What follows belongs to an exercise in optimizing a design on an open flow for small area; a production flow would make more cautious choices. In this exercise RTL edits were held to simulation tests only and were not proved equivalent to the original. No activity file was given, so power comes from the tool's default toggle rates.

==> flow/design.v, too long to show whole: its modules and the start of the top module <==
// module fft_core: 1743 lines
module fft_core (
   input               clk,
   input               rst_n,
   input        [3:0]  cfg_point,
   input               cfg_ifft,
   input        [5:0]  cfg_scaling,
   input               in_valid,
   input        [31:0] in_data,
   output logic        out_valid,
   output logic [31:0] out_data
);
  // ...
==> flow/run.sh <==
#!/bin/bash
# synth_recipe.tcl (not shown) runs the flow's synth.tcl, then flattens the netlist and writes it again
# the make line also repeats each setting of config.mk as NAME=value (left out here)
make -C /OpenROAD-flow-scripts/flow DESIGN_CONFIG=/design/flow/config.mk WORK_HOME=/design/flow/orfs CLKGATE_MAP_FILE= SYNTH_SCRIPT=/design/flow/synth_recipe.tcl finish
==> flow/config.mk <==
export PLATFORM = sky130hd
export DESIGN_NAME = fft_core
export DESIGN_NICKNAME = fft_core
export VERILOG_FILES = /design/flow/design.v
export SDC_FILE = /design/flow/constraint.sdc
export NUM_CORES = 4
export LEC_CHECK = 0
export CAP_MARGIN = 20
export CORE_MARGIN = 2
export CORE_UTILIZATION = 40
export SLEW_MARGIN = 20
export SYNTH_MEMORY_MAX_BITS = 65536
==> flow/constraint.sdc <==
create_clock -name core_clock -period 20.0 [get_ports {clk}]
set_input_delay 4.0000 -clock core_clock [delete_from_list [all_inputs] [get_ports {clk}]]
set_output_delay 4.0000 -clock core_clock [all_outputs]
set_load 0.01 [all_outputs]
==> run_results.csv, run 1 <==
group,metric,value,unit
floorplan,die_x,248,um
yosys,yosys-mux-area-fraction,11.3,%
critical_path,path_buf_inv,12,
cts,path_clk_slew,0.06,ns
cts,cts-buffers-inserted,34,
yosys,synth_fa_ha_area_share,31.0,%
floorplan,rows,89,
yosys,synthXorXnorAreaFrac,0.980,%
placement,port_buffers,78,
yosys,ys_top_cells_by_area,"fa_1 27%, dfxtp_1 24%, mux2i_1 8.1%",
worst_hold_path,hold_path_class,"flip-flop to flip-flop",
outcome,status,"no timing/DRC/antenna violations",
yosys,yosysTopAreaCellShare,26.7,%
cells_and_area,nets,2962,
power,maxPowerGroup,"combinational logic",
global_route,met1_usage,29.3,%
routing,drcViolationCount,0,
cells_and_area,n_all_buffers,149,
yosys,synth.yosys.seq_area_share,24.7,%
critical_path,cp_data_arrival_time,15.47,ns
routing,via_per_inst,5.51,
global_route,antenna_found_initial,1,
placement,place_area,25400,um^2
cells_and_area,finalInstanceArea,27000,um^2
timing,relSlewSlack,22.7,%
critical_path,critPathMaxFanout,17,
yosys,async_reset_ff_share,0,%
critical_path,crit_slowest_cell,"clkdlybuf4s50_1",
yosys,synth_commonest_cells,"325 x inv_1, 318 x fa_1, 292 x dfxtp_1",
global_route,grt_pass1_wl,112000,um
power,p_int,0.00189,W
timing,period_minus_slack,19.47,ns
global_route,grt_use_total,23.7,%
yosys,synthSimpleGateAreaFrac,8.44,%
power,vdd_drop_max,0.0729,mV
cells_and_area,clkbuf_count,43,
cells_and_area,diodes,0,
yosys,netlist_instances,2479,
routing,antenna_left,0,
yosys,yosysMostFrequentCell,"inv_1",
power,p_comb_share,57.3,%
==> run 2, diff against run 1 <==
--- a/flow/config.mk
+++ b/flow/config.mk
@@ -6,7 +6,8 @@
 export NUM_CORES = 4
 export LEC_CHECK = 0
-export CAP_MARGIN = 20
+export ABC_AREA = 1
+export CAP_MARGIN = 0
 export CORE_MARGIN = 2
-export CORE_UTILIZATION = 40
-export SLEW_MARGIN = 20
+export CORE_UTILIZATION = 60
+export SLEW_MARGIN = 0
 export SYNTH_MEMORY_MAX_BITS = 65536
==> run_results.csv, run 2 <==
group,metric,value,unit
outcome,status,"no timing/DRC/antenna violations",
timing,worst_hold_slack,0.312,ns
timing,fin_ws,0.573,ns
global_route,grt_pass1_vias,18600,
placement,preCtsSetupSlack,0.156,ns
placement,dp_hpwl,50100,um
cts,cts_hold_buf,0,
yosys,yosysWarnings,3,
worst_hold_path,hold_path_class,"flip-flop to flip-flop",
yosys,synth_commonest_cells,"473 x inv_1, 409 x nand2_1, 396 x o21ai_0",
cts,cts_sinks,294,
yosys,syn_area_per_cell,8.53,um^2
critical_path,critPathMaxFanout,7,
yosys,synth.yosys.seq_area_share,26.4,%
yosys,yosysTopAreaCellShare,28.5,%
cts,root_buffer,"clkbuf_16",
yosys,syn_nets,3064,
yosys,ys_top_cells_by_area,"fa_1 29%, dfxtp_1 26%, o21ai_0 8.9%",
yosys,syn-cell-area,22300,um^2
cells_and_area,fillers,3032,
global_route,grt_overflow,0,
run,max_cap_viol_count,0,
cells_and_area,largest_reg_flops,132,
floorplan,initial_utilization,61.0,%
floorplan,io_pins,79,
timing,fmax,51.5,MHz
timing,hold_violations,0,
floorplan,die_x,197,um
critical_path,worst_ep_required_time,16.00,ns
critical_path,cp-end-kind,"primary output",
cts,cts-buffers-inserted,34,
cts,cts_max_level,2,
floorplan,die_h,197,um
yosys,synth_ff_type,"dfxtp_1",
floorplan,fp.coreArea,36600,um^2
cells_and_area,nets,3100,
cells_and_area,drive_gt1_share,6.01,%
power,p_leak,11.7,nW
routing,dr.pass1.iters,8,
global_route,grt_pass1_wl,101000,um
critical_path,crit_slowest_cell,"clkdlybuf4s50_1",
yosys,yosys.area.top_type,"fa_1",
critical_path,cp_data_arrival_time,15.43,ns
yosys,synth_edf_count,2,
global_route,grt_max_degree,57,
critical_path,critPathMaxStageDelay,0.58,ns
critical_path,crit_start,"cd[16]",
routing,wire_per_inst,20.3,um
critical_path,path_class,"flip-flop to primary output",
worst_hold_path,min-delay-start,"dl8[1][13]",
cells_and_area,diodes,0,
power,vdd_drop_max,0.0845,mV
timing,period_minus_slack,19.43,ns
power,cellPowerDensity,104,nW/um^2
global_route,antenna_found_initial,0,
cells_and_area,final_common_cell,"inv_1",
cells_and_area,areaGrowthSynthToFinish,11.3,%
routing,antenna_left,0,
placement,gp_congestion,0.958,
timing,clock_skew,0.0219,ns
yosys,netlist_instances,2618,
floorplan,rows,70,
cts,cts_buffer_depth,3,
global_route,grt_use_total,34.0,%
routing,drcViolationCount,0,
yosys,synth_cell_types,44,
yosys,synth_seq_cells,294,
timing,slew_violations,0,
yosys,async_reset_ff_share,0,%
yosys,yosysMostFrequentCell,"inv_1",
timing,period_share,97.1,%
floorplan,die-area,38800,um^2
cts,clock_latency,0.55,ns
cells_and_area,reg.largest.list,"dl8: 132 flops, dl4: 64 flops",
timing,relSlewSlack,16.8,%
critical_path,startpoint_type,"flip-flop",
routing,via_per_inst,5.72,
routing,drtIter0Drc,1197,
critical_path,crit_top_cell,"fa_1",
timing,worst_pin_slew,1.25,ns
cells_and_area,top_register,"dl8",
timing,setup_viol,0,
critical_path,r2r_start,"cd[16]",
cts,path_clk_slew,0.06,ns
routing,vias,18000,
cells_and_area,mostFrequentLayoutCells,"472 x inv_1, 405 x nand2_1, 380 x o21ai_0",
cts,cts_tree,"built",
placement,port_buffers,78,
routing,routed_wl,63800,um
==> run 2: changes by cell type after synthesis, sizes merged, moves of 22 or more <==
cell	change
o21ai	+362
nand2	+281
inv	+157
mux2i	-153
a211oi	-96
nor2	-90
a21oi	-64
mux2	-59
a21o	-40
a31oi	-32
nand3	-25
nor2b	-22
==> run 2: metal layers <==
layer | up-vias | GRT usage (%) | routed length (um)
met5 | - | 0 | 0
met2 | 589 | 61.0 | 32800
met4 | 0 | 18.7 | 3830
li1 | 8441 | - | -
met1 | 8802 | 40.0 | 24300
met3 | 187 | 3.71 | 2900
==> run 2: path summary, 6_finish.rpt <==
kind / endpoint / slack (ns) / cells past startpoint
worst min-delay path: dl8[2][13] / 0.31 / 0
worst max register to register: dl2[29] / 3.89 / 52
worst max-delay path: out_data[22] / 0.57 / 57
worst min register to register: dl8[2][13] / 0.31 / 0
==> run 2: kinds of logic (layout without fill, tap and decap cells) <==
group	Yosys count	count (layout)	synth area share, %
AOI/OAI and AO/OA	706	706	17.7
xor gates and xnor gates	10	10	0.426
adders and majority gates	400	400	33.1
buffers and inverters	617	677	10.5
DFF	294	294	26.4
muxes	43	43	1.93
and+or+nand+nor	548	550	9.94
==> run 2: stage by stage <==
stage	utilization [%]	instances	area, um^2	power (W)	setup TNS, ns
global placement	64.0	3068	23400	0.00187	0
finish	67.9	3148	24900	0.00258	0
floorplan	-	2618	22300	0.00154	0
CTS	67.3	3134	24700	0.00258	0
detailed placement	64.0	3068	23400	0.00192	0
global route	67.9	3148	24900	0.00279	-0.0737
==> run 2: cell type report <==
type | instances | area [um^2] | share of cell area [%]
sequential | 294 | 5910 | 23.8
timing repair buffer | 128 | 1200 | 4.81
inverter | 487 | 1830 | 7.37
clock buffer | 46 | 966 | 3.89
clock inverter | 16 | 210 | 0.846
tap | 468 | 586 | 2.36
multi-input combinational | 1709 | 14200 | 57.0
==> run 2: repair_timing <==
| item | 4_1_cts | 5_1_grt |
|---|---|---|
| setup endpoints to repair | 27 | 30 |
| pin swaps | 2 | 9 |
| gates resized for setup | 10 | 56 |
| buffers inserted | 3 | 13 |
| endpoints found under the hold margin | 0 | 0 |
| gates cloned | 1 | 1 |
==> run 2: worst max-delay path: cells and delay by family (launching register included) <==
| kind | cells | cell delay, ns |
|---|---|---|
| fa+ha+maj | 32 | 11.02 |
| buf+inv | 11 | 1.38 |
| compound gates | 5 | 0.77 |
| simple gates | 6 | 0.76 |
| flops | 1 | 0.37 |
| mux | 2 | 0.34 |
| xor+xnor | 1 | 0.20 |
==> run 2: power breakdown <==
group          switching (W)  leakage [nW]  total, W  internal (W)
registers          0.0000503          2.48  0.000710      0.000660
logic               0.000754          8.62   0.00121      0.000457
clock network       0.000261         0.584  0.000655      0.000394
total                0.00107          11.7   0.00258       0.00151
==> run 3, diff against run 2 <==
--- a/flow/config.mk
+++ b/flow/config.mk
@@ -10,4 +10,7 @@
 export CORE_MARGIN = 2
 export CORE_UTILIZATION = 60
+export CTS_BUF_LIST = sky130_fd_sc_hd__clkbuf_2 sky130_fd_sc_hd__clkbuf_4 sky130_fd_sc_hd__clkbuf_8
+export CTS_CLUSTER_DIAMETER = 60
+export CTS_CLUSTER_SIZE = 20
 export SLEW_MARGIN = 0
 export SYNTH_MEMORY_MAX_BITS = 65536
==> run_results.csv, run 3 <==
group,metric,value,unit
global_route,grt_overflow,0,
yosys,synth_seq_cells,294,
routing,drtIter0Drc,1250,
yosys,ys_top_cells_by_area,"fa_1 29%, dfxtp_1 26%, o21ai_0 8.9%",
cells_and_area,final_cells,3139,
yosys,synth_cell_types,44,
floorplan,fp.coreArea,36600,um^2
floorplan,die_h,197,um
routing,antenna_left,0,
placement,port_buffers,78,
timing,period_share,97.9,%
yosys,netlist_instances,2618,
yosys,syn-cell-area,22300,um^2
critical_path,path_class,"flip-flop to primary output",
routing,vias,17900,
yosys,async_reset_ff_share,0,%
critical_path,cp-end-kind,"primary output",
yosys,syn_area_per_cell,8.53,um^2
worst_hold_path,hold_path_class,"flip-flop to flip-flop",
critical_path,critPathMaxStageDelay,0.53,ns
cts,cts_sinks,294,
critical_path,crit_start,"cd[16]",
critical_path,worst_ep_required_time,16.00,ns
placement,preCtsSetupSlack,0.156,ns
power,cellPowerDensity,96.1,nW/um^2
worst_hold_path,min-delay-start,"dl8[0][2]",
global_route,grt_max_degree,57,
cts,path_clk_slew,0.11,ns
cts,cts_max_level,1,
cts,cts-buffers-inserted,27,
routing,via_per_inst,5.70,
cts,cts_buffer_depth,3,
global_route,grt_pass1_vias,18300,
timing,clock_skew,0.0289,ns
cells_and_area,largest_reg_flops,132,
cells_and_area,final_util,66.3,%
cells_and_area,diodes,0,
timing,period_minus_slack,19.57,ns
cells_and_area,fillers,3123,
yosys,syn_nets,3064,
timing,fmax,51.1,MHz
cts,root_buffer,"clkbuf_8",
yosys,synth_ff_type,"dfxtp_1",
floorplan,initial_utilization,61.0,%
yosys,synth.yosys.seq_area_share,26.4,%
placement,place_inst,3068,
routing,drcViolationCount,0,
routing,routed_wl,63000,um
cells_and_area,multiInputGateArea,14200,um^2
power,vdd_drop_max,0.0691,mV
cells_and_area,final_common_cell,"inv_1",
floorplan,die_x,197,um
power,p_leak,11.3,nW
cells_and_area,nets,3096,
placement,gp_congestion,0.958,
timing,setup_tns,0,ns
critical_path,crit_slowest_cell,"clkdlybuf4s50_1",
timing,hold_violations,0,
yosys,yosys.area.top_type,"fa_1",
power,report.power.total,0.00233,W
cells_and_area,mostFrequentLayoutCells,"472 x inv_1, 405 x nand2_1, 379 x o21ai_0",
critical_path,critPathMaxFanout,15,
routing,dr.pass1.iters,6,
yosys,synth_edf_count,2,
yosys,yosysTopAreaCellShare,28.5,%
critical_path,r2r_start,"cd[16]",
cells_and_area,reg.largest.list,"dl8: 132 flops, dl4: 64 flops",
yosys,yosysWarnings,3,
cells_and_area,areaGrowthSynthToFinish,8.71,%
floorplan,die-area,38800,um^2
cts,cts_tree,"built",
outcome,status,"no timing/DRC/antenna violations",
yosys,yosysMostFrequentCell,"inv_1",
timing,setup_viol,0,
routing,wire_per_inst,20.1,um
placement,dp_hpwl,50100,um
global_route,grt_use_total,33.4,%
floorplan,io_pins,79,
timing,worst_pin_slew,1.25,ns
timing,fin_ws,0.426,ns
timing,rsz0062_at_grt,"yes",
global_route,grt_pass1_wl,99800,um
cells_and_area,ff_latch_area,5910,um^2
critical_path,startpoint_type,"flip-flop",
run,max_cap_viol_count,0,
timing,slew_violations,0,
cells_and_area,drive_gt1_share,6.40,%
cells_and_area,top_register,"dl8",
critical_path,cp_data_arrival_time,15.57,ns
cts,clock_latency,0.65,ns
floorplan,rows,70,
yosys,synth_commonest_cells,"473 x inv_1, 409 x nand2_1, 396 x o21ai_0",
timing,relSlewSlack,17.0,%
critical_path,r2r_setup_slack,3.97,ns
global_route,antenna_found_initial,0,
critical_path,crit_top_cell,"fa_1",
==> run 3: cell counts after synthesis <==
Identical to the previous run, type by type.
==> run 3: report_power, final <==
part | switching [W] | internal [W]
registers | 0.0000503 | 0.000659
clock network | 0.000256 | 0.000158
logic | 0.000755 | 0.000456
==> run 3: area by class of cell <==
class | count | share of cell area, %
multi-input combinational | 1709 | 58.4
sequential | 294 | 24.3
inverter | 487 | 7.55
timing repair buffer | 131 | 4.70
tap | 468 | 2.41
clock buffer | 29 | 1.64
clock inverter | 21 | 0.990
==> run 3: worst paths after layout <==
check                                    end  depth (start not counted)
worst min register to register     dl8[1][2]                          0
worst max-delay path            out_data[16]                         56
worst max register to register       dl2[29]                         52
worst min-delay path               dl8[1][2]                          0
==> run 3: cells by family (layout without fill, tap and decap cells) <==
kind of cell    Yosys count  count (layout)  share of synthesized area [%]
simple gates            548             550                           9.94
mux                      43              43                           1.93
xor+xnor                 10              10                          0.426
compound gates          706             706                           17.7
fa+ha+maj               400             400                           33.1
flops                   294             294                           26.4
buf+inv                 617             668                           10.5
==> run 3: repair_timing <==
item | in CTS | in global routing
gates cloned | 1 | 2
resized for setup | 22 | 67
pin swaps | 3 | 8
setup buffers | 3 | 15
hold buffers | 0 | 0
endpoints found under the setup margin | 28 | 30
==> run 3: worst max-delay path, delay by kind of cell, from the launching register on <==
family | cells | cell delay [ns]
flip-flops | 1 | 0.36
adder cells (fa/ha/maj) | 32 | 11.00
AO/OA/AOI/OAI | 8 | 1.24
XOR/XNOR | 1 | 0.29
AND/OR/NAND/NOR | 4 | 0.60
buffers and inverters | 11 | 1.43
==> run 3: layer usage <==
metal  global-route usage, %  routed length (um)
met5                       0                   0
met4                    15.5                3500
met3                    3.52                2870
met2                    60.8               32600
met1                    39.8               24000
==> run 3: stage by stage <==
step	hold WS (ns)	instance area [um^2]
3_3_place_gp	0.310	23400
4_1_cts	0.290	24100
2_1_floorplan	0.310	22300
6_report	0.307	24300
5_1_grt	0.290	24300
3_5_place_dp	0.312	23400

separate check: timing with driven ports:
The flow's constraints put no driver on any port. The routed layouts listed below were extracted and timed again, unchanged, in two steps.
Step 1: set_driving_cell puts a clkbuf_16 on clk and a buf_2 on each other input, an assumption about the parent block.
Step 2 adds t to the input delays and takes it off the output delays; t is the mean of the earliest and latest rising clock arrival at the registers after step 1. Input paths then give back, and output paths get back, about the clock's delay inside the block.
Three values: no drivers, after step 1, after step 2; two values: the first two.
run	t, ns	setup slack, ns	slew at the worst register clock pin (ns)	cell pins on the clock port's net
run 1	0.611	0.534 / 0.478 / 0.304	0.08 / 0.08	1
run 2	0.594	0.573 / 0.518 / 0.164	0.06 / 0.06	1
run 3	0.684	0.426 / 0.373 / 0.183	0.12 / 0.12	1
After both steps every run listed still meets setup and hold. The setup slack of run 2, which loses most, moves by -0.055 ns with the drivers and by -0.409 ns with both steps.
